What follows belongs to an exercise in optimizing a design on an open flow for small area, a short achievable clock period and few clock cycles per item; a production flow would make more cautious choices. Only the layout flow was run in this run; the RTL was not checked for function there. No activity file was given, so power comes from the tool's default toggle rates.

==> design.v <==
`timescale 1ns / 100 ps
module BoothRadix4 #(parameter N = 18)
(
    output wire [2*N-1:0] product,
    output wire           done,
    input wire [N-1:0]    mplier,
    input wire [N-1:0]    mcand,
    input wire            n_reset,
    input wire            start,
    input wire            clk
);
assign done = start & n_reset;
wire [N+1:0] b = {mplier, 1'b0};    
wire [N:0] x = {mcand[N-1], mcand};   
wire [8:0] one, two, neg, nadd;
genvar gi;
generate for (gi = 0; gi < 9; gi = gi + 1) begin : enc
    assign one[gi] = b[2*gi+1] ^ b[2*gi];
    assign two[gi] = (b[2*gi+2] & ~b[2*gi+1] & ~b[2*gi]) | (~b[2*gi+2] & b[2*gi+1] & b[2*gi]);
    assign neg[gi] = b[2*gi+2];
    assign nadd[gi] = b[2*gi+2] & ~(b[2*gi+1] & b[2*gi]);
end endgenerate
wire [18:0] xn0 = x ^ {19{neg[0]}};
wire [18:0] pp0 = ({19{one[0]}} & xn0) | ({19{two[0]}} & {xn0[17:0], neg[0]});
wire [18:0] xn1 = x ^ {19{neg[1]}};
wire [18:0] pp1 = ({19{one[1]}} & xn1) | ({19{two[1]}} & {xn1[17:0], neg[1]});
wire [18:0] xn2 = x ^ {19{neg[2]}};
wire [18:0] pp2 = ({19{one[2]}} & xn2) | ({19{two[2]}} & {xn2[17:0], neg[2]});
wire [18:0] xn3 = x ^ {19{neg[3]}};
wire [18:0] pp3 = ({19{one[3]}} & xn3) | ({19{two[3]}} & {xn3[17:0], neg[3]});
wire [18:0] xn4 = x ^ {19{neg[4]}};
wire [18:0] pp4 = ({19{one[4]}} & xn4) | ({19{two[4]}} & {xn4[17:0], neg[4]});
wire [18:0] xn5 = x ^ {19{neg[5]}};
wire [18:0] pp5 = ({19{one[5]}} & xn5) | ({19{two[5]}} & {xn5[17:0], neg[5]});
wire [18:0] xn6 = x ^ {19{neg[6]}};
wire [18:0] pp6 = ({19{one[6]}} & xn6) | ({19{two[6]}} & {xn6[17:0], neg[6]});
wire [18:0] xn7 = x ^ {19{neg[7]}};
wire [18:0] pp7 = ({19{one[7]}} & xn7) | ({19{two[7]}} & {xn7[17:0], neg[7]});
wire [18:0] xn8 = x ^ {19{neg[8]}};
wire [18:0] pp8 = ({19{one[8]}} & xn8) | ({19{two[8]}} & {xn8[17:0], neg[8]});
wire h0_s = nadd[1] ^ pp0[2];
wire h0_c = nadd[1] & pp0[2];
wire h1_s = pp0[3] ^ pp1[1];
wire h1_c = pp0[3] & pp1[1];
wire f0_s = nadd[2] ^ pp0[4] ^ pp1[2];
wire f0_c = (nadd[2] & pp0[4]) | (nadd[2] & pp1[2]) | (pp0[4] & pp1[2]);
wire h2_s = pp2[0] ^ h1_c;
wire h2_c = pp2[0] & h1_c;
wire f1_s = pp0[5] ^ pp1[3] ^ pp2[1];
wire f1_c = (pp0[5] & pp1[3]) | (pp0[5] & pp2[1]) | (pp1[3] & pp2[1]);
wire h3_s = f0_c ^ f1_s;
wire h3_c = f0_c & f1_s;
wire f2_s = nadd[3] ^ pp0[6] ^ pp1[4];
wire f2_c = (nadd[3] & pp0[6]) | (nadd[3] & pp1[4]) | (pp0[6] & pp1[4]);
wire f3_s = pp2[2] ^ pp3[0] ^ f1_c;
wire f3_c = (pp2[2] & pp3[0]) | (pp2[2] & f1_c) | (pp3[0] & f1_c);
wire h4_s = f2_s ^ h3_c;
wire h4_c = f2_s & h3_c;
wire f4_s = pp0[7] ^ pp1[5] ^ pp2[3];
wire f4_c = (pp0[7] & pp1[5]) | (pp0[7] & pp2[3]) | (pp1[5] & pp2[3]);
wire f5_s = pp3[1] ^ f2_c ^ f4_s;
wire f5_c = (pp3[1] & f2_c) | (pp3[1] & f4_s) | (f2_c & f4_s);
wire h5_s = f3_c ^ f5_s;
wire h5_c = f3_c & f5_s;
wire f6_s = nadd[4] ^ pp0[8] ^ pp1[6];
wire f6_c = (nadd[4] & pp0[8]) | (nadd[4] & pp1[6]) | (pp0[8] & pp1[6]);
wire f7_s = pp2[4] ^ pp3[2] ^ pp4[0];
wire f7_c = (pp2[4] & pp3[2]) | (pp2[4] & pp4[0]) | (pp3[2] & pp4[0]);
wire f8_s = f4_c ^ f6_s ^ f7_s;
wire f8_c = (f4_c & f6_s) | (f4_c & f7_s) | (f6_s & f7_s);
wire h6_s = f5_c ^ f8_s;
wire h6_c = f5_c & f8_s;
wire f9_s = pp0[9] ^ pp1[7] ^ pp2[5];
wire f9_c = (pp0[9] & pp1[7]) | (pp0[9] & pp2[5]) | (pp1[7] & pp2[5]);
wire f10_s = pp3[3] ^ pp4[1] ^ f6_c;
wire f10_c = (pp3[3] & pp4[1]) | (pp3[3] & f6_c) | (pp4[1] & f6_c);
wire f11_s = f7_c ^ f9_s ^ f10_s;
wire f11_c = (f7_c & f9_s) | (f7_c & f10_s) | (f9_s & f10_s);
wire h7_s = f8_c ^ f11_s;
wire h7_c = f8_c & f11_s;
wire f12_s = nadd[5] ^ pp0[10] ^ pp1[8];
wire f12_c = (nadd[5] & pp0[10]) | (nadd[5] & pp1[8]) | (pp0[10] & pp1[8]);
wire f13_s = pp2[6] ^ pp3[4] ^ pp4[2];
wire f13_c = (pp2[6] & pp3[4]) | (pp2[6] & pp4[2]) | (pp3[4] & pp4[2]);
wire f14_s = pp5[0] ^ f9_c ^ f12_s;
wire f14_c = (pp5[0] & f9_c) | (pp5[0] & f12_s) | (f9_c & f12_s);
wire f15_s = f13_s ^ f10_c ^ f14_s;
wire f15_c = (f13_s & f10_c) | (f13_s & f14_s) | (f10_c & f14_s);
wire h8_s = f11_c ^ f15_s;
wire h8_c = f11_c & f15_s;
wire f16_s = pp0[11] ^ pp1[9] ^ pp2[7];
wire f16_c = (pp0[11] & pp1[9]) | (pp0[11] & pp2[7]) | (pp1[9] & pp2[7]);
wire f17_s = pp3[5] ^ pp4[3] ^ pp5[1];
wire f17_c = (pp3[5] & pp4[3]) | (pp3[5] & pp5[1]) | (pp4[3] & pp5[1]);
wire f18_s = f12_c ^ f13_c ^ f16_s;
wire f18_c = (f12_c & f13_c) | (f12_c & f16_s) | (f13_c & f16_s);
wire f19_s = f17_s ^ f14_c ^ f18_s;
wire f19_c = (f17_s & f14_c) | (f17_s & f18_s) | (f14_c & f18_s);
wire h9_s = f15_c ^ f19_s;
wire h9_c = f15_c & f19_s;
wire f20_s = nadd[6] ^ pp0[12] ^ pp1[10];
wire f20_c = (nadd[6] & pp0[12]) | (nadd[6] & pp1[10]) | (pp0[12] & pp1[10]);
wire f21_s = pp2[8] ^ pp3[6] ^ pp4[4];
wire f21_c = (pp2[8] & pp3[6]) | (pp2[8] & pp4[4]) | (pp3[6] & pp4[4]);
wire f22_s = pp5[2] ^ pp6[0] ^ f16_c;
wire f22_c = (pp5[2] & pp6[0]) | (pp5[2] & f16_c) | (pp6[0] & f16_c);
wire f23_s = f17_c ^ f20_s ^ f21_s;
wire f23_c = (f17_c & f20_s) | (f17_c & f21_s) | (f20_s & f21_s);
wire f24_s = f22_s ^ f18_c ^ f23_s;
wire f24_c = (f22_s & f18_c) | (f22_s & f23_s) | (f18_c & f23_s);
wire f25_s = pp0[13] ^ pp1[11] ^ pp2[9];
wire f25_c = (pp0[13] & pp1[11]) | (pp0[13] & pp2[9]) | (pp1[11] & pp2[9]);
wire f26_s = pp3[7] ^ pp4[5] ^ pp5[3];
wire f26_c = (pp3[7] & pp4[5]) | (pp3[7] & pp5[3]) | (pp4[5] & pp5[3]);
wire f27_s = pp6[1] ^ f20_c ^ f21_c;
wire f27_c = (pp6[1] & f20_c) | (pp6[1] & f21_c) | (f20_c & f21_c);
wire f28_s = f25_s ^ f26_s ^ f22_c;
wire f28_c = (f25_s & f26_s) | (f25_s & f22_c) | (f26_s & f22_c);
wire h10_s = f23_c ^ f27_s;
wire h10_c = f23_c & f27_s;
wire f29_s = nadd[7] ^ pp0[14] ^ pp1[12];
wire f29_c = (nadd[7] & pp0[14]) | (nadd[7] & pp1[12]) | (pp0[14] & pp1[12]);
wire f30_s = pp2[10] ^ pp3[8] ^ pp4[6];
wire f30_c = (pp2[10] & pp3[8]) | (pp2[10] & pp4[6]) | (pp3[8] & pp4[6]);
wire f31_s = pp5[4] ^ pp6[2] ^ pp7[0];
wire f31_c = (pp5[4] & pp6[2]) | (pp5[4] & pp7[0]) | (pp6[2] & pp7[0]);
wire f32_s = f25_c ^ f26_c ^ f29_s;
wire f32_c = (f25_c & f26_c) | (f25_c & f29_s) | (f26_c & f29_s);
wire f33_s = f30_s ^ f31_s ^ f27_c;
wire f33_c = (f30_s & f31_s) | (f30_s & f27_c) | (f31_s & f27_c);
wire h11_s = f32_s ^ f28_c;
wire h11_c = f32_s & f28_c;
wire f34_s = pp0[15] ^ pp1[13] ^ pp2[11];
wire f34_c = (pp0[15] & pp1[13]) | (pp0[15] & pp2[11]) | (pp1[13] & pp2[11]);
wire f35_s = pp3[9] ^ pp4[7] ^ pp5[5];
wire f35_c = (pp3[9] & pp4[7]) | (pp3[9] & pp5[5]) | (pp4[7] & pp5[5]);
wire f36_s = pp6[3] ^ pp7[1] ^ f29_c;
wire f36_c = (pp6[3] & pp7[1]) | (pp6[3] & f29_c) | (pp7[1] & f29_c);
wire f37_s = f30_c ^ f31_c ^ f34_s;
wire f37_c = (f30_c & f31_c) | (f30_c & f34_s) | (f31_c & f34_s);
wire f38_s = f35_s ^ f36_s ^ f32_c;
wire f38_c = (f35_s & f36_s) | (f35_s & f32_c) | (f36_s & f32_c);
wire h12_s = f37_s ^ f33_c;
wire h12_c = f37_s & f33_c;
wire f39_s = nadd[8] ^ pp0[16] ^ pp1[14];
wire f39_c = (nadd[8] & pp0[16]) | (nadd[8] & pp1[14]) | (pp0[16] & pp1[14]);
wire f40_s = pp2[12] ^ pp3[10] ^ pp4[8];
wire f40_c = (pp2[12] & pp3[10]) | (pp2[12] & pp4[8]) | (pp3[10] & pp4[8]);
wire f41_s = pp5[6] ^ pp6[4] ^ pp7[2];
wire f41_c = (pp5[6] & pp6[4]) | (pp5[6] & pp7[2]) | (pp6[4] & pp7[2]);
wire f42_s = pp8[0] ^ f34_c ^ f35_c;
wire f42_c = (pp8[0] & f34_c) | (pp8[0] & f35_c) | (f34_c & f35_c);
wire f43_s = f39_s ^ f40_s ^ f41_s;
wire f43_c = (f39_s & f40_s) | (f39_s & f41_s) | (f40_s & f41_s);
wire f44_s = f36_c ^ f37_c ^ f42_s;
wire f44_c = (f36_c & f37_c) | (f36_c & f42_s) | (f37_c & f42_s);
wire h13_s = f43_s ^ f38_c;
wire h13_c = f43_s & f38_c;
wire f45_s = pp0[17] ^ pp1[15] ^ pp2[13];
wire f45_c = (pp0[17] & pp1[15]) | (pp0[17] & pp2[13]) | (pp1[15] & pp2[13]);
wire f46_s = pp3[11] ^ pp4[9] ^ pp5[7];
wire f46_c = (pp3[11] & pp4[9]) | (pp3[11] & pp5[7]) | (pp4[9] & pp5[7]);
wire f47_s = pp6[5] ^ pp7[3] ^ pp8[1];
wire f47_c = (pp6[5] & pp7[3]) | (pp6[5] & pp8[1]) | (pp7[3] & pp8[1]);
wire f48_s = f39_c ^ f40_c ^ f41_c;
wire f48_c = (f39_c & f40_c) | (f39_c & f41_c) | (f40_c & f41_c);
wire f49_s = f45_s ^ f46_s ^ f47_s;
wire f49_c = (f45_s & f46_s) | (f45_s & f47_s) | (f46_s & f47_s);
wire f50_s = f42_c ^ f43_c ^ f48_s;
wire f50_c = (f42_c & f43_c) | (f42_c & f48_s) | (f43_c & f48_s);
wire h14_s = f49_s ^ f44_c;
wire h14_c = f49_s & f44_c;
wire f51_s = pp0[18] ^ pp1[16] ^ pp2[14];
wire f51_c = (pp0[18] & pp1[16]) | (pp0[18] & pp2[14]) | (pp1[16] & pp2[14]);
wire f52_s = pp3[12] ^ pp4[10] ^ pp5[8];
wire f52_c = (pp3[12] & pp4[10]) | (pp3[12] & pp5[8]) | (pp4[10] & pp5[8]);
wire f53_s = pp6[6] ^ pp7[4] ^ pp8[2];
wire f53_c = (pp6[6] & pp7[4]) | (pp6[6] & pp8[2]) | (pp7[4] & pp8[2]);
wire f54_s = f45_c ^ f46_c ^ f47_c;
wire f54_c = (f45_c & f46_c) | (f45_c & f47_c) | (f46_c & f47_c);
wire f55_s = f51_s ^ f52_s ^ f53_s;
wire f55_c = (f51_s & f52_s) | (f51_s & f53_s) | (f52_s & f53_s);
wire f56_s = f48_c ^ f49_c ^ f54_s;
wire f56_c = (f48_c & f49_c) | (f48_c & f54_s) | (f49_c & f54_s);
wire h15_s = f55_s ^ f50_c;
wire h15_c = f55_s & f50_c;
wire f57_s = pp0[18] ^ pp1[17] ^ pp2[15];
wire f57_c = (pp0[18] & pp1[17]) | (pp0[18] & pp2[15]) | (pp1[17] & pp2[15]);
wire f58_s = pp3[13] ^ pp4[11] ^ pp5[9];
wire f58_c = (pp3[13] & pp4[11]) | (pp3[13] & pp5[9]) | (pp4[11] & pp5[9]);
wire f59_s = pp6[7] ^ pp7[5] ^ pp8[3];
wire f59_c = (pp6[7] & pp7[5]) | (pp6[7] & pp8[3]) | (pp7[5] & pp8[3]);
wire f60_s = f51_c ^ f52_c ^ f53_c;
wire f60_c = (f51_c & f52_c) | (f51_c & f53_c) | (f52_c & f53_c);
wire f61_s = f57_s ^ f58_s ^ f59_s;
wire f61_c = (f57_s & f58_s) | (f57_s & f59_s) | (f58_s & f59_s);
wire f62_s = f54_c ^ f55_c ^ f60_s;
wire f62_c = (f54_c & f55_c) | (f54_c & f60_s) | (f55_c & f60_s);
wire h16_s = f61_s ^ f56_c;
wire h16_c = f61_s & f56_c;
wire f63_s = pp2[16] ^ pp3[14] ^ pp4[12];
wire f63_c = (pp2[16] & pp3[14]) | (pp2[16] & pp4[12]) | (pp3[14] & pp4[12]);
wire f64_s = pp5[10] ^ pp6[8] ^ pp7[6];
wire f64_c = (pp5[10] & pp6[8]) | (pp5[10] & pp7[6]) | (pp6[8] & pp7[6]);
wire f65_s = pp8[4] ^ ~pp0[18] ^ ~pp1[18];
wire f65_c = (pp8[4] & ~pp0[18]) | (pp8[4] & ~pp1[18]) | (~pp0[18] & ~pp1[18]);
wire f66_s = f57_c ^ f58_c ^ f59_c;
wire f66_c = (f57_c & f58_c) | (f57_c & f59_c) | (f58_c & f59_c);
wire f67_s = f63_s ^ f64_s ^ f65_s;
wire f67_c = (f63_s & f64_s) | (f63_s & f65_s) | (f64_s & f65_s);
wire f68_s = f60_c ^ f61_c ^ f66_s;
wire f68_c = (f60_c & f61_c) | (f60_c & f66_s) | (f61_c & f66_s);
wire h17_s = f67_s ^ f62_c;
wire h17_c = f67_s & f62_c;
wire f69_s = 1'b1 ^ pp2[17] ^ pp3[15];
wire f69_c = (1'b1 & pp2[17]) | (1'b1 & pp3[15]) | (pp2[17] & pp3[15]);
wire f70_s = pp4[13] ^ pp5[11] ^ pp6[9];
wire f70_c = (pp4[13] & pp5[11]) | (pp4[13] & pp6[9]) | (pp5[11] & pp6[9]);
wire f71_s = pp7[7] ^ pp8[5] ^ f63_c;
wire f71_c = (pp7[7] & pp8[5]) | (pp7[7] & f63_c) | (pp8[5] & f63_c);
wire f72_s = f64_c ^ f65_c ^ f69_s;
wire f72_c = (f64_c & f65_c) | (f64_c & f69_s) | (f65_c & f69_s);
wire f73_s = f70_s ^ f71_s ^ f66_c;
wire f73_c = (f70_s & f71_s) | (f70_s & f66_c) | (f71_s & f66_c);
wire f74_s = f67_c ^ f72_s ^ f73_s;
wire f74_c = (f67_c & f72_s) | (f67_c & f73_s) | (f72_s & f73_s);
wire f75_s = pp3[16] ^ pp4[14] ^ pp5[12];
wire f75_c = (pp3[16] & pp4[14]) | (pp3[16] & pp5[12]) | (pp4[14] & pp5[12]);
wire f76_s = pp6[10] ^ pp7[8] ^ pp8[6];
wire f76_c = (pp6[10] & pp7[8]) | (pp6[10] & pp8[6]) | (pp7[8] & pp8[6]);
wire f77_s = ~pp2[18] ^ f69_c ^ f70_c;
wire f77_c = (~pp2[18] & f69_c) | (~pp2[18] & f70_c) | (f69_c & f70_c);
wire f78_s = f75_s ^ f76_s ^ f71_c;
wire f78_c = (f75_s & f76_s) | (f75_s & f71_c) | (f76_s & f71_c);
wire f79_s = f72_c ^ f77_s ^ f78_s;
wire f79_c = (f72_c & f77_s) | (f72_c & f78_s) | (f77_s & f78_s);
wire f80_s = 1'b1 ^ pp3[17] ^ pp4[15];
wire f80_c = (1'b1 & pp3[17]) | (1'b1 & pp4[15]) | (pp3[17] & pp4[15]);
wire f81_s = pp5[13] ^ pp6[11] ^ pp7[9];
wire f81_c = (pp5[13] & pp6[11]) | (pp5[13] & pp7[9]) | (pp6[11] & pp7[9]);
wire f82_s = pp8[7] ^ f75_c ^ f76_c;
wire f82_c = (pp8[7] & f75_c) | (pp8[7] & f76_c) | (f75_c & f76_c);
wire f83_s = f80_s ^ f81_s ^ f77_c;
wire f83_c = (f80_s & f81_s) | (f80_s & f77_c) | (f81_s & f77_c);
wire h18_s = f82_s ^ f78_c;
wire h18_c = f82_s & f78_c;
wire f84_s = pp4[16] ^ pp5[14] ^ pp6[12];
wire f84_c = (pp4[16] & pp5[14]) | (pp4[16] & pp6[12]) | (pp5[14] & pp6[12]);
wire f85_s = pp7[10] ^ pp8[8] ^ ~pp3[18];
wire f85_c = (pp7[10] & pp8[8]) | (pp7[10] & ~pp3[18]) | (pp8[8] & ~pp3[18]);
wire f86_s = f80_c ^ f81_c ^ f84_s;
wire f86_c = (f80_c & f81_c) | (f80_c & f84_s) | (f81_c & f84_s);
wire f87_s = f85_s ^ f82_c ^ f86_s;
wire f87_c = (f85_s & f82_c) | (f85_s & f86_s) | (f82_c & f86_s);
wire f88_s = 1'b1 ^ pp4[17] ^ pp5[15];
wire f88_c = (1'b1 & pp4[17]) | (1'b1 & pp5[15]) | (pp4[17] & pp5[15]);
wire f89_s = pp6[13] ^ pp7[11] ^ pp8[9];
wire f89_c = (pp6[13] & pp7[11]) | (pp6[13] & pp8[9]) | (pp7[11] & pp8[9]);
wire f90_s = f84_c ^ f85_c ^ f88_s;
wire f90_c = (f84_c & f85_c) | (f84_c & f88_s) | (f85_c & f88_s);
wire f91_s = f89_s ^ f86_c ^ f90_s;
wire f91_c = (f89_s & f86_c) | (f89_s & f90_s) | (f86_c & f90_s);
wire f92_s = pp5[16] ^ pp6[14] ^ pp7[12];
wire f92_c = (pp5[16] & pp6[14]) | (pp5[16] & pp7[12]) | (pp6[14] & pp7[12]);
wire f93_s = pp8[10] ^ ~pp4[18] ^ f88_c;
wire f93_c = (pp8[10] & ~pp4[18]) | (pp8[10] & f88_c) | (~pp4[18] & f88_c);
wire f94_s = f89_c ^ f92_s ^ f93_s;
wire f94_c = (f89_c & f92_s) | (f89_c & f93_s) | (f92_s & f93_s);
wire h19_s = f90_c ^ f94_s;
wire h19_c = f90_c & f94_s;
wire f95_s = 1'b1 ^ pp5[17] ^ pp6[15];
wire f95_c = (1'b1 & pp5[17]) | (1'b1 & pp6[15]) | (pp5[17] & pp6[15]);
wire f96_s = pp7[13] ^ pp8[11] ^ f92_c;
wire f96_c = (pp7[13] & pp8[11]) | (pp7[13] & f92_c) | (pp8[11] & f92_c);
wire f97_s = f95_s ^ f93_c ^ f96_s;
wire f97_c = (f95_s & f93_c) | (f95_s & f96_s) | (f93_c & f96_s);
wire h20_s = f94_c ^ f97_s;
wire h20_c = f94_c & f97_s;
wire f98_s = pp6[16] ^ pp7[14] ^ pp8[12];
wire f98_c = (pp6[16] & pp7[14]) | (pp6[16] & pp8[12]) | (pp7[14] & pp8[12]);
wire f99_s = ~pp5[18] ^ f95_c ^ f98_s;
wire f99_c = (~pp5[18] & f95_c) | (~pp5[18] & f98_s) | (f95_c & f98_s);
wire f100_s = f96_c ^ f99_s ^ f97_c;
wire f100_c = (f96_c & f99_s) | (f96_c & f97_c) | (f99_s & f97_c);
wire f101_s = 1'b1 ^ pp6[17] ^ pp7[15];
wire f101_c = (1'b1 & pp6[17]) | (1'b1 & pp7[15]) | (pp6[17] & pp7[15]);
wire f102_s = pp8[13] ^ f98_c ^ f101_s;
wire f102_c = (pp8[13] & f98_c) | (pp8[13] & f101_s) | (f98_c & f101_s);
wire h21_s = f99_c ^ f102_s;
wire h21_c = f99_c & f102_s;
wire f103_s = pp7[16] ^ pp8[14] ^ ~pp6[18];
wire f103_c = (pp7[16] & pp8[14]) | (pp7[16] & ~pp6[18]) | (pp8[14] & ~pp6[18]);
wire f104_s = f101_c ^ f103_s ^ f102_c;
wire f104_c = (f101_c & f103_s) | (f101_c & f102_c) | (f103_s & f102_c);
wire f105_s = 1'b1 ^ pp7[17] ^ pp8[15];
wire f105_c = (1'b1 & pp7[17]) | (1'b1 & pp8[15]) | (pp7[17] & pp8[15]);
wire h22_s = f103_c ^ f105_s;
wire h22_c = f103_c & f105_s;
wire f106_s = pp8[16] ^ ~pp7[18] ^ f105_c;
wire f106_c = (pp8[16] & ~pp7[18]) | (pp8[16] & f105_c) | (~pp7[18] & f105_c);
wire f107_s = 1'b1 ^ pp8[17] ^ f106_c;
wire f107_c = (1'b1 & pp8[17]) | (1'b1 & f106_c) | (pp8[17] & f106_c);
reg r0_0;
reg r0_1;
reg r1_0;
reg r2_0;
reg r2_1;
reg r3_0;
reg r3_1;
reg r4_0;
reg r4_1;
reg r5_0;
reg r5_1;
reg r6_0;
reg r6_1;
reg r7_0;
reg r7_1;
reg r8_0;
reg r8_1;
reg r9_0;
reg r9_1;
reg r10_0;
reg r10_1;
reg r11_0;
reg r11_1;
reg r12_0;
reg r12_1;
reg r12_2;
reg r13_0;
reg r13_1;
reg r13_2;
reg r14_0;
reg r14_1;
reg r14_2;
reg r15_0;
reg r15_1;
reg r15_2;
reg r16_0;
reg r16_1;
reg r16_2;
reg r17_0;
reg r17_1;
reg r17_2;
reg r18_0;
reg r18_1;
reg r18_2;
reg r19_0;
reg r19_1;
reg r19_2;
reg r20_0;
reg r20_1;
reg r20_2;
reg r21_0;
reg r21_1;
reg r21_2;
reg r22_0;
reg r22_1;
reg r22_2;
reg r23_0;
reg r23_1;
reg r23_2;
reg r24_0;
reg r24_1;
reg r24_2;
reg r25_0;
reg r25_1;
reg r26_0;
reg r26_1;
reg r27_0;
reg r27_1;
reg r28_0;
reg r28_1;
reg r29_0;
reg r29_1;
reg r30_0;
reg r30_1;
reg r31_0;
reg r31_1;
reg r32_0;
reg r32_1;
reg r33_0;
reg r34_0;
reg r34_1;
always @(posedge clk) begin
    if (done) begin
        r0_0 <= nadd[0];
        r0_1 <= pp0[0];
        r1_0 <= pp0[1];
        r2_0 <= pp1[0];
        r2_1 <= h0_s;
        r3_0 <= h0_c;
        r3_1 <= h1_s;
        r4_0 <= f0_s;
        r4_1 <= h2_s;
        r5_0 <= h2_c;
        r5_1 <= h3_s;
        r6_0 <= f3_s;
        r6_1 <= h4_s;
        r7_0 <= h4_c;
        r7_1 <= h5_s;
        r8_0 <= h5_c;
        r8_1 <= h6_s;
        r9_0 <= h6_c;
        r9_1 <= h7_s;
        r10_0 <= h7_c;
        r10_1 <= h8_s;
        r11_0 <= h8_c;
        r11_1 <= h9_s;
        r12_0 <= f19_c;
        r12_1 <= f24_s;
        r12_2 <= h9_c;
        r13_0 <= f28_s;
        r13_1 <= h10_s;
        r13_2 <= f24_c;
        r14_0 <= h10_c;
        r14_1 <= f33_s;
        r14_2 <= h11_s;
        r15_0 <= f38_s;
        r15_1 <= h11_c;
        r15_2 <= h12_s;
        r16_0 <= f44_s;
        r16_1 <= h12_c;
        r16_2 <= h13_s;
        r17_0 <= f50_s;
        r17_1 <= h13_c;
        r17_2 <= h14_s;
        r18_0 <= f56_s;
        r18_1 <= h14_c;
        r18_2 <= h15_s;
        r19_0 <= f62_s;
        r19_1 <= h15_c;
        r19_2 <= h16_s;
        r20_0 <= f68_s;
        r20_1 <= h16_c;
        r20_2 <= h17_s;
        r21_0 <= f68_c;
        r21_1 <= h17_c;
        r21_2 <= f74_s;
        r22_0 <= f73_c;
        r22_1 <= f79_s;
        r22_2 <= f74_c;
        r23_0 <= f83_s;
        r23_1 <= h18_s;
        r23_2 <= f79_c;
        r24_0 <= f83_c;
        r24_1 <= f87_s;
        r24_2 <= h18_c;
        r25_0 <= f87_c;
        r25_1 <= f91_s;
        r26_0 <= f91_c;
        r26_1 <= h19_s;
        r27_0 <= h19_c;
        r27_1 <= h20_s;
        r28_0 <= h20_c;
        r28_1 <= f100_s;
        r29_0 <= h21_s;
        r29_1 <= f100_c;
        r30_0 <= h21_c;
        r30_1 <= f104_s;
        r31_0 <= h22_s;
        r31_1 <= f104_c;
        r32_0 <= h22_c;
        r32_1 <= f106_s;
        r33_0 <= f107_s;
        r34_0 <= ~pp8[18];
        r34_1 <= f107_c;
    end
end
wire oh23_s = r12_0 ^ r12_1;
wire oh23_c = r12_0 & r12_1;
wire of108_s = r13_0 ^ r13_1 ^ r13_2;
wire of108_c = (r13_0 & r13_1) | (r13_0 & r13_2) | (r13_1 & r13_2);
wire of109_s = r14_0 ^ r14_1 ^ r14_2;
wire of109_c = (r14_0 & r14_1) | (r14_0 & r14_2) | (r14_1 & r14_2);
wire of110_s = r15_0 ^ r15_1 ^ r15_2;
wire of110_c = (r15_0 & r15_1) | (r15_0 & r15_2) | (r15_1 & r15_2);
wire of111_s = r16_0 ^ r16_1 ^ r16_2;
wire of111_c = (r16_0 & r16_1) | (r16_0 & r16_2) | (r16_1 & r16_2);
wire of112_s = r17_0 ^ r17_1 ^ r17_2;
wire of112_c = (r17_0 & r17_1) | (r17_0 & r17_2) | (r17_1 & r17_2);
wire of113_s = r18_0 ^ r18_1 ^ r18_2;
wire of113_c = (r18_0 & r18_1) | (r18_0 & r18_2) | (r18_1 & r18_2);
wire of114_s = r19_0 ^ r19_1 ^ r19_2;
wire of114_c = (r19_0 & r19_1) | (r19_0 & r19_2) | (r19_1 & r19_2);
wire of115_s = r20_0 ^ r20_1 ^ r20_2;
wire of115_c = (r20_0 & r20_1) | (r20_0 & r20_2) | (r20_1 & r20_2);
wire of116_s = r21_0 ^ r21_1 ^ r21_2;
wire of116_c = (r21_0 & r21_1) | (r21_0 & r21_2) | (r21_1 & r21_2);
wire of117_s = r22_0 ^ r22_1 ^ r22_2;
wire of117_c = (r22_0 & r22_1) | (r22_0 & r22_2) | (r22_1 & r22_2);
wire of118_s = r23_0 ^ r23_1 ^ r23_2;
wire of118_c = (r23_0 & r23_1) | (r23_0 & r23_2) | (r23_1 & r23_2);
wire of119_s = r24_0 ^ r24_1 ^ r24_2;
wire of119_c = (r24_0 & r24_1) | (r24_0 & r24_2) | (r24_1 & r24_2);
wire oh24_s = r25_0 ^ r25_1;
wire oh24_c = r25_0 & r25_1;
wire oh25_s = r26_0 ^ r26_1;
wire oh25_c = r26_0 & r26_1;
wire oh26_s = r27_0 ^ r27_1;
wire oh26_c = r27_0 & r27_1;
wire oh27_s = r28_0 ^ r28_1;
wire oh27_c = r28_0 & r28_1;
wire oh28_s = r29_0 ^ r29_1;
wire oh28_c = r29_0 & r29_1;
wire oh29_s = r30_0 ^ r30_1;
wire oh29_c = r30_0 & r30_1;
wire oh30_s = r31_0 ^ r31_1;
wire oh30_c = r31_0 & r31_1;
wire oh31_s = r32_0 ^ r32_1;
wire oh31_c = r32_0 & r32_1;
wire [35:0] sum_a = {1'b1, r34_0, r33_0, oh30_c, oh29_c, oh28_c, oh27_c, oh26_c, oh25_c, oh24_c, oh24_s, of118_c, of117_c, of116_c, of115_c, of114_c, of113_c, of112_c, of111_c, of110_c, of109_c, of108_c, oh23_c, r12_2, r11_0, r10_0, r9_0, r8_0, r7_0, r6_0, r5_0, r4_0, r3_0, r2_0, r1_0, r0_0};
wire [35:0] sum_b = {1'b0, r34_1, oh31_c, oh31_s, oh30_s, oh29_s, oh28_s, oh27_s, oh26_s, oh25_s, of119_c, of119_s, of118_s, of117_s, of116_s, of115_s, of114_s, of113_s, of112_s, of111_s, of110_s, of109_s, of108_s, oh23_s, r11_1, r10_1, r9_1, r8_1, r7_1, r6_1, r5_1, r4_1, r3_1, r2_1, 1'b0, r0_1};
wire [35:0] g0 = sum_a & sum_b;
wire [35:0] p0 = sum_a ^ sum_b;
wire gg0 = g0[1] | (p0[1] & g0[0]);
wire pp_0 = p0[1] & p0[0];
wire gg1 = g0[3] | (p0[3] & g0[2]);
wire pp_1 = p0[3] & p0[2];
wire gg2 = g0[5] | (p0[5] & g0[4]);
wire pp_2 = p0[5] & p0[4];
wire gg3 = g0[7] | (p0[7] & g0[6]);
wire pp_3 = p0[7] & p0[6];
wire gg4 = g0[9] | (p0[9] & g0[8]);
wire pp_4 = p0[9] & p0[8];
wire gg5 = g0[11] | (p0[11] & g0[10]);
wire pp_5 = p0[11] & p0[10];
wire gg6 = g0[13] | (p0[13] & g0[12]);
wire pp_6 = p0[13] & p0[12];
wire gg7 = g0[15] | (p0[15] & g0[14]);
wire pp_7 = p0[15] & p0[14];
wire gg8 = g0[17] | (p0[17] & g0[16]);
wire pp_8 = p0[17] & p0[16];
wire gg9 = g0[19] | (p0[19] & g0[18]);
wire pp_9 = p0[19] & p0[18];
wire gg10 = g0[21] | (p0[21] & g0[20]);
wire pp_10 = p0[21] & p0[20];
wire gg11 = g0[23] | (p0[23] & g0[22]);
wire pp_11 = p0[23] & p0[22];
wire gg12 = g0[25] | (p0[25] & g0[24]);
wire pp_12 = p0[25] & p0[24];
wire gg13 = g0[27] | (p0[27] & g0[26]);
wire pp_13 = p0[27] & p0[26];
wire gg14 = g0[29] | (p0[29] & g0[28]);
wire pp_14 = p0[29] & p0[28];
wire gg15 = g0[31] | (p0[31] & g0[30]);
wire pp_15 = p0[31] & p0[30];
wire gg16 = g0[33] | (p0[33] & g0[32]);
wire pp_16 = p0[33] & p0[32];
wire gg17 = g0[35] | (p0[35] & g0[34]);
wire pp_17 = p0[35] & p0[34];
wire gq18 = g0[2] | (p0[2] & g0[1]);
wire gg18 = gq18 | (p0[2] & p0[1] & g0[0]);
wire gg19 = gg1 | (pp_1 & gg0);
wire pp_19 = pp_1 & pp_0;
wire gg20 = g0[6] | (p0[6] & gg2);
wire pp_20 = p0[6] & pp_2;
wire gg21 = gg3 | (pp_3 & gg2);
wire pp_21 = pp_3 & pp_2;
wire gg22 = g0[10] | (p0[10] & gg4);
wire pp_22 = p0[10] & pp_4;
wire gg23 = gg5 | (pp_5 & gg4);
wire pp_23 = pp_5 & pp_4;
wire gg24 = g0[14] | (p0[14] & gg6);
wire pp_24 = p0[14] & pp_6;
wire gg25 = gg7 | (pp_7 & gg6);
wire pp_25 = pp_7 & pp_6;
wire gg26 = g0[18] | (p0[18] & gg8);
wire pp_26 = p0[18] & pp_8;
wire gg27 = gg9 | (pp_9 & gg8);
wire pp_27 = pp_9 & pp_8;
wire gg28 = g0[22] | (p0[22] & gg10);
wire pp_28 = p0[22] & pp_10;
wire gg29 = gg11 | (pp_11 & gg10);
wire pp_29 = pp_11 & pp_10;
wire gg30 = g0[26] | (p0[26] & gg12);
wire pp_30 = p0[26] & pp_12;
wire gg31 = gg13 | (pp_13 & gg12);
wire pp_31 = pp_13 & pp_12;
wire gg32 = g0[30] | (p0[30] & gg14);
wire pp_32 = p0[30] & pp_14;
wire gg33 = gg15 | (pp_15 & gg14);
wire pp_33 = pp_15 & pp_14;
wire gg34 = g0[34] | (p0[34] & gg16);
wire pp_34 = p0[34] & pp_16;
wire gg35 = gg17 | (pp_17 & gg16);
wire pp_35 = pp_17 & pp_16;
wire gq36 = g0[4] | (p0[4] & g0[3]);
wire gg36 = gq36 | (p0[4] & p0[3] & gg18);
wire gg37 = gg2 | (pp_2 & gg19);
wire pp_37 = pp_2 & pp_19;
wire gg38 = gg20 | (pp_20 & gg19);
wire pp_38 = pp_20 & pp_19;
wire gg39 = gg21 | (pp_21 & gg19);
wire pp_39 = pp_21 & pp_19;
wire gg40 = g0[12] | (p0[12] & gg23);
wire pp_40 = p0[12] & pp_23;
wire gg41 = gg6 | (pp_6 & gg23);
wire pp_41 = pp_6 & pp_23;
wire gg42 = gg24 | (pp_24 & gg23);
wire pp_42 = pp_24 & pp_23;
wire gg43 = gg25 | (pp_25 & gg23);
wire pp_43 = pp_25 & pp_23;
wire gg44 = g0[20] | (p0[20] & gg27);
wire pp_44 = p0[20] & pp_27;
wire gg45 = gg10 | (pp_10 & gg27);
wire pp_45 = pp_10 & pp_27;
wire gg46 = gg28 | (pp_28 & gg27);
wire pp_46 = pp_28 & pp_27;
wire gg47 = gg29 | (pp_29 & gg27);
wire pp_47 = pp_29 & pp_27;
wire gg48 = g0[28] | (p0[28] & gg31);
wire pp_48 = p0[28] & pp_31;
wire gg49 = gg14 | (pp_14 & gg31);
wire pp_49 = pp_14 & pp_31;
wire gg50 = gg32 | (pp_32 & gg31);
wire pp_50 = pp_32 & pp_31;
wire gg51 = gg33 | (pp_33 & gg31);
wire pp_51 = pp_33 & pp_31;
wire gq52 = g0[8] | (p0[8] & g0[7]);
wire gg52 = gq52 | (p0[8] & p0[7] & gg38);
wire gg53 = gg4 | (pp_4 & gg39);
wire pp_53 = pp_4 & pp_39;
wire gg54 = gg22 | (pp_22 & gg39);
wire pp_54 = pp_22 & pp_39;
wire gg55 = gg23 | (pp_23 & gg39);
wire pp_55 = pp_23 & pp_39;
wire gg56 = gg40 | (pp_40 & gg39);
wire pp_56 = pp_40 & pp_39;
wire gg57 = gg41 | (pp_41 & gg39);
wire pp_57 = pp_41 & pp_39;
wire gg58 = gg42 | (pp_42 & gg39);
wire pp_58 = pp_42 & pp_39;
wire gg59 = gg43 | (pp_43 & gg39);
wire pp_59 = pp_43 & pp_39;
wire gg60 = g0[24] | (p0[24] & gg47);
wire pp_60 = p0[24] & pp_47;
wire gg61 = gg12 | (pp_12 & gg47);
wire pp_61 = pp_12 & pp_47;
wire gg62 = gg30 | (pp_30 & gg47);
wire pp_62 = pp_30 & pp_47;
wire gg63 = gg31 | (pp_31 & gg47);
wire pp_63 = pp_31 & pp_47;
wire gg64 = gg48 | (pp_48 & gg47);
wire pp_64 = pp_48 & pp_47;
wire gg65 = gg49 | (pp_49 & gg47);
wire pp_65 = pp_49 & pp_47;
wire gg66 = gg50 | (pp_50 & gg47);
wire pp_66 = pp_50 & pp_47;
wire gg67 = gg51 | (pp_51 & gg47);
wire pp_67 = pp_51 & pp_47;
wire gq68 = g0[16] | (p0[16] & g0[15]);
wire gg68 = gq68 | (p0[16] & p0[15] & gg58);
wire gg69 = gg8 | (pp_8 & gg59);
wire pp_69 = pp_8 & pp_59;
wire gg70 = gg26 | (pp_26 & gg59);
wire pp_70 = pp_26 & pp_59;
wire gg71 = gg27 | (pp_27 & gg59);
wire pp_71 = pp_27 & pp_59;
wire gg72 = gg44 | (pp_44 & gg59);
wire pp_72 = pp_44 & pp_59;
wire gg73 = gg45 | (pp_45 & gg59);
wire pp_73 = pp_45 & pp_59;
wire gg74 = gg46 | (pp_46 & gg59);
wire pp_74 = pp_46 & pp_59;
wire gg75 = gg47 | (pp_47 & gg59);
wire pp_75 = pp_47 & pp_59;
wire gg76 = gg60 | (pp_60 & gg59);
wire pp_76 = pp_60 & pp_59;
wire gg77 = gg61 | (pp_61 & gg59);
wire pp_77 = pp_61 & pp_59;
wire gg78 = gg62 | (pp_62 & gg59);
wire pp_78 = pp_62 & pp_59;
wire gg79 = gg63 | (pp_63 & gg59);
wire pp_79 = pp_63 & pp_59;
wire gg80 = gg64 | (pp_64 & gg59);
wire pp_80 = pp_64 & pp_59;
wire gg81 = gg65 | (pp_65 & gg59);
wire pp_81 = pp_65 & pp_59;
wire gg82 = gg66 | (pp_66 & gg59);
wire pp_82 = pp_66 & pp_59;
wire gg83 = gg67 | (pp_67 & gg59);
wire pp_83 = pp_67 & pp_59;
wire gq84 = g0[32] | (p0[32] & g0[31]);
wire gg84 = gq84 | (p0[32] & p0[31] & gg82);
wire gg85 = gg16 | (pp_16 & gg83);
wire pp_85 = pp_16 & pp_83;
wire gg86 = gg34 | (pp_34 & gg83);
wire pp_86 = pp_34 & pp_83;
wire gg87 = gg35 | (pp_35 & gg83);
wire pp_87 = pp_35 & pp_83;
wire [35:0] cpre = {gg87, gg86, gg85, gg84, gg83, gg82, gg81, gg80, gg79, gg78, gg77, gg76, gg75, gg74, gg73, gg72, gg71, gg70, gg69, gg68, gg59, gg58, gg57, gg56, gg55, gg54, gg53, gg52, gg39, gg38, gg37, gg36, gg19, gg18, gg0, g0[0]};
assign product = p0 ^ {cpre[34:0], 1'b0};
endmodule
==> flow/run.sh <==
#!/bin/bash
# Own layout flow: the ORFS flow through standard.sh, with these changes:
#  - synthesis: synth_recipe.tcl and ORFS's synth.tcl, except that
#    (a) Yosys's synth runs with -noabc (as well as -nofsm -noshare), so its
#        quick ABC pass does not remap the adder logic before extract_fa, and
#    (b) the final ABC mapping runs flow/abc_own.script (plain technology
#        mapping, no ABC buffering or gate sizing; OpenROAD's resizer sizes and
#        buffers the netlist instead).
#    Registers, flattening and renaming are as in the standard synthesis;
#  - port buffers are plain sky130 buffers (buf_2) instead of the cell
#    buffer_ports picks by itself;
#  - flow/dt.tcl (before global routing) keeps the drivers of the register
#    enable net from being downsized by power recovery; flow/undt.tcl lifts that
#    again once global routing is done;
#  - extra ORFS make settings for the layout steps: MATCH_CELL_FOOTPRINT=0 RECOVER_POWER=100
# The full make output goes to standard.log in the work folder; ORFS's per-step
# logs (synthesis included) stay under orfs/logs/.
set -euo pipefail
sed "s#log_cmd abc {\*}\$abc_args#log_cmd abc {*}[lreplace \$abc_args 1 1 $PWD/flow/abc_own.script]#" "$FLOW_HOME/scripts/synth.tcl" > own_synth_core.tcl
grep -q abc_own.script own_synth_core.tcl
sed -e "s#source \$::env(SCRIPTS_DIR)/synth.tcl#source $PWD/own_synth_core.tcl#" -e "1s/-nofsm -noshare /-nofsm -noshare -noabc /" synth_recipe.tcl > own_synth.tcl
grep -q own_synth_core.tcl own_synth.tcl
grep -q -- "-noabc" own_synth.tcl
export BUFFER_PORTS_ARGS="-buffer_cell sky130_fd_sc_hd__buf_2"
if ! bash standard.sh SYNTH_SCRIPT=$PWD/own_synth.tcl PRE_GLOBAL_ROUTE_TCL=$PWD/flow/dt.tcl POST_GLOBAL_ROUTE_TCL=$PWD/flow/undt.tcl MATCH_CELL_FOOTPRINT=0 RECOVER_POWER=100 finish > standard.log 2>&1; then
  tail -40 standard.log
  exit 1
fi
tail -5 standard.log
==> flow/abc_own.script <==
strash
dch
map -B 0.9
topo
==> flow/dt.tcl <==
# Keep the drivers of the register enable net as repaired so far: power
# recovery must not downsize them (their fanout is every register).
proc enable_drivers {} {
  set cells {}
  foreach pin [get_pins -hierarchical */DE] {
    set net [get_nets -of_objects $pin]
    foreach drv [get_pins -of_objects $net -filter "direction == output"] {
      lappend cells [get_full_name [get_cells -of_objects $drv]]
    }
  }
  return [lsort -unique $cells]
}
set ::dt_cells [enable_drivers]
puts "dont_touch on enable drivers: $::dt_cells"
foreach c $::dt_cells { set_dont_touch [get_cells $c] }
==> flow/undt.tcl <==
# Lift the dont_touch that flow/dt.tcl set, now that power recovery is done,
# so later steps treat those cells like any other (power hookup included).
foreach c $::dt_cells { unset_dont_touch [get_cells $c] }
puts "dont_touch lifted: $::dt_cells"
==> standard.sh <==
#!/bin/bash
# synth_recipe.tcl (not shown) runs the flow's synth.tcl, then flattens the netlist and writes it again
# the make line also repeats each setting of config.mk as NAME=value (left out here)
make -C /OpenROAD-flow-scripts/flow DESIGN_CONFIG=/design/flow/config.mk WORK_HOME=/design/flow/orfs CLKGATE_MAP_FILE= SYNTH_SCRIPT=/design/flow/synth_recipe.tcl "${@:-finish}"
==> config.mk <==
export PLATFORM = sky130hd
export DESIGN_NAME = BoothRadix4
export DESIGN_NICKNAME = BoothRadix4
export VERILOG_FILES = /design/flow/design.v
export SDC_FILE = /design/flow/constraint.sdc
export NUM_CORES = 4
export LEC_CHECK = 0
export ABC_AREA = 1
export CAP_MARGIN = 20
export CORE_MARGIN = 2
export CORE_UTILIZATION = 40
export PLACE_DENSITY = 0.6
export SETUP_SLACK_MARGIN = 0.06
export SLEW_MARGIN = 20
==> constraint.sdc <==
create_clock -name core_clock -period 3.5 [get_ports {clk}]
set_input_delay 0.7000 -clock core_clock [delete_from_list [all_inputs] [get_ports {clk}]]
set_output_delay 0.7000 -clock core_clock [all_outputs]
set_load 0.01 [all_outputs]
==> results.tsv <==
stage	metric	value	unit
grt	GRT Overall Usage	0.232	
critical_path	CP max-delay cell	fa_1	
drt	Antenna Nets Post-Route	0	
timing	period utilisation layout	1.01	
outcome	status	complete, but fails checks	
final_layout	register area	0.00243	mm^2
die	die area	0.0259	mm^2
yosys	register area share after synthesis	0.247	
critical_path	Worst setup SP type	input pin	
critical_path	CP peak stage delay	0.50	ns
critical_path	critical-path cell list	buf_2, clkinvlp_4, nor2_1, nand2_1, nand2_2, clkinvlp_2, o22ai_1, fa_1, fa_1, fa_1, ha_1	
final_layout	Fill cells	2220	
grt	initial antenna violation count	0	
final_layout	# diodes	0	
drt	DR WL/cell	19.3	um
timing	Hold Fails Final Rpt	0	
clock_tree	cts repair resizes	24	
yosys	syn nets	1215	
die	IO Count	76	
timing	Slew @ Worst Pin	0.630	ns
clock_tree	Clock Pin Slew Worst Setup and Hold Paths	0.07	ns
drt	First-pass DRT Iterations	5	
hold_path	HP Class	input pin to register	
yosys	Seq cells post-synth	81	
timing	max-slew violations	0	
die	Die Y	161	um
grt	grt ovf	0	
power	Worst VDD drop	0.630	mV
yosys	Yosys cell types	23	
timing	Fmax	282	MHz
clock_tree	hold-fix buffers at CTS	0	
placed_design	Detail Placement HPWL	24300	um
timing	fin crit period	3.55	ns
placed_design	placed cells	1542	
timing	Fin Setup TNS	-0.0729	ns
final_layout	ratio of cells with drive above 1 in the final layout	0.267	
drt	DRT iter0 DRCs	629	
critical_path	worst path required time	3.60	ns
final_layout	final cell count without fillers	1570	
clock_tree	CTS tree	built	
critical_path	Worst setup EP type	register	
timing	Setup WS post-layout	-0.0520	ns
grt	first-pass GRT wire length	45500	um
power	Cell Pwr Density	794	mW/mm^2
critical_path	Data arrival, critical path	3.65	ns
timing	Rel. slew slack	0.580	
yosys	synth warn	1	
outcome	Layout Check Failures	negative setup slack	
clock_tree	Root Driver	clkbuf_16	
die	initial core utilization	0.406	
final_layout	nets	1475	
clock_tree	clock sinks	81	
final_layout	area grow syn2layout	30.1	%
die	Site Rows	57	
yosys	cell count after synthesis	981	
critical_path	CP Class	input pin to register	
clock_tree	number of CTS-inserted buffers	9	
critical_path	cell family with most CP delay	adder cells	
power	Pleak	0.00510	uW
yosys	Syn Area/Cell	10.0	um^2
critical_path	critical path peak fanout	5	
drt	vias per inst	5.34	
yosys	synthesized area	0.00984	mm^2
timing	Final setup viols	2	
critical_path	most used cell, CP	fa_1	
power	Power Total	10200	uW
drt	Remaining DRCs	0	
drt	final WL	30200	um
timing	Worst Hold Margin	0.836	ns
placed_design	Buffers on Ports	75	
clock_tree	htree depth	3	
placed_design	Final GP Congestion	1.00	
clock_tree	Clock Path Buffers	2	
grt	largest net degree at the start of global routing	62	
critical_path	buffer and inverter count on the worst path	3	
grt	vias in the first global route	8269	
die	Die X-Extent	161	um
final_layout	multi-input logic area	0.00748	mm^2
die	core footprint	0.0242	mm^2
job	Max Cap Violations	0	
drt	Via Count	8376	
clock_tree	setup bufs post-CTS	1	
[cells in the mapped netlist, drive strengths merged]
master    n  area share
o22ai   114       0.073
nor2     37       0.014
a31oi     1     0.00064
ha       82        0.10
a21boi    3      0.0023
nor3      2      0.0010
or2       1     0.00064
a21o      1     0.00089
nand3    28       0.014
xor2     53       0.047
edfxtp   81        0.25
o21ai    24       0.012
clkinv  100       0.038
o21bai    2      0.0015
a22o      5      0.0051
xnor2   135        0.12
fa      113        0.23
nand2   142       0.054
a21oi    40       0.020
buf       1     0.00076
nor3b     1     0.00076
a31o      1     0.00089
a22oi    14       0.011
[power breakdown]
group	internal, uW	switching [uW]
Clock	486	429
Combinational	3360	4220
Sequential	1560	106
[path summary, 6_finish.rpt]
check                      from  endpoint  depth (start not counted)  slack (ns)
worst min-delay path  mplier[1]      r0_0                          2        0.84
worst max-delay path  mplier[9]     r19_2                         11       -0.05
[area by class of cell]
class | instances | area share
flip-flops and latches | 81 | 0.190
clock buffers | 9 | 0.0176
repair buffers | 245 | 0.137
clock inverters | 7 | 0.00420
multi-input cells | 800 | 0.585
inverters | 100 | 0.0329
well taps | 324 | 0.0317
repair inverters | 4 | 0.00215
[cells by family after synthesis]
group | share of synthesized area
simple gates | 0.0850
compound gates | 0.127
fa+ha+maj | 0.334
xor+xnor | 0.167
buf+inv | 0.0389
flops | 0.247
[metrics by stage]
stage	utilization	area (um^2)	worst slack [ns]
floorplan	-	9850	0.0715
global placement	0.493	12000	-0.384
detailed placement	0.493	12000	-0.407
CTS	0.511	12400	0.0143
finish	0.528	12800	-0.0520
[cell usage in the layout, fill, tap and decap left out, drive strengths merged, types with 2 or more instances in the layout]
master    count
nand2       143
a21oi        40
xor2         53
o21ai        24
clkinv       87
a22o          5
nor2         37
o22ai       114
inv           4
clkinvlp     20
fa          113
xnor2       135
ha           82
a21boi        3
a22oi        14
nand3        28
edfxtp       81
clkbuf       39
o21bai        2
nor3          2
buf         215
[routing by layer]
metal	up-vias	wire [um]	part of all wire	global-route usage
met4	0	794	0.026	0.0791
met5	-	0	0	0
met2	318	13700	0.45	0.375
li1	3939	-	-	-
met1	4074	13600	0.45	0.318
met3	45	2090	0.069	0.0372

## what the ideal ports hide
The results above use ideal ports. As a check the final layout listed here was re-extracted and re-timed, cells and wires unchanged. Step 1 sets driving cells, clkbuf_16 on the clock port and buf_2 on the other inputs (assumed; they add their load-dependent delay and slew). Step 2 also shifts input and output timing later by t, the mid clock arrival at the registers, as if the neighbouring blocks saw the same clock. a / b / c = ideal ports / drivers / drivers and shift; a / b = the first two.
t, ns: 0.399
slack for setup (ns): -0.052 / -0.025 / -0.424
hold WS [ns]: 0.836 / 0.826 / 1.225
worst register clock-pin slew, ns: 0.07 / 0.07
cell pins on the clock port's net: 1
For this run, drivers alone change the setup slack by +0.027 ns; drivers and shift together by -0.372 ns.
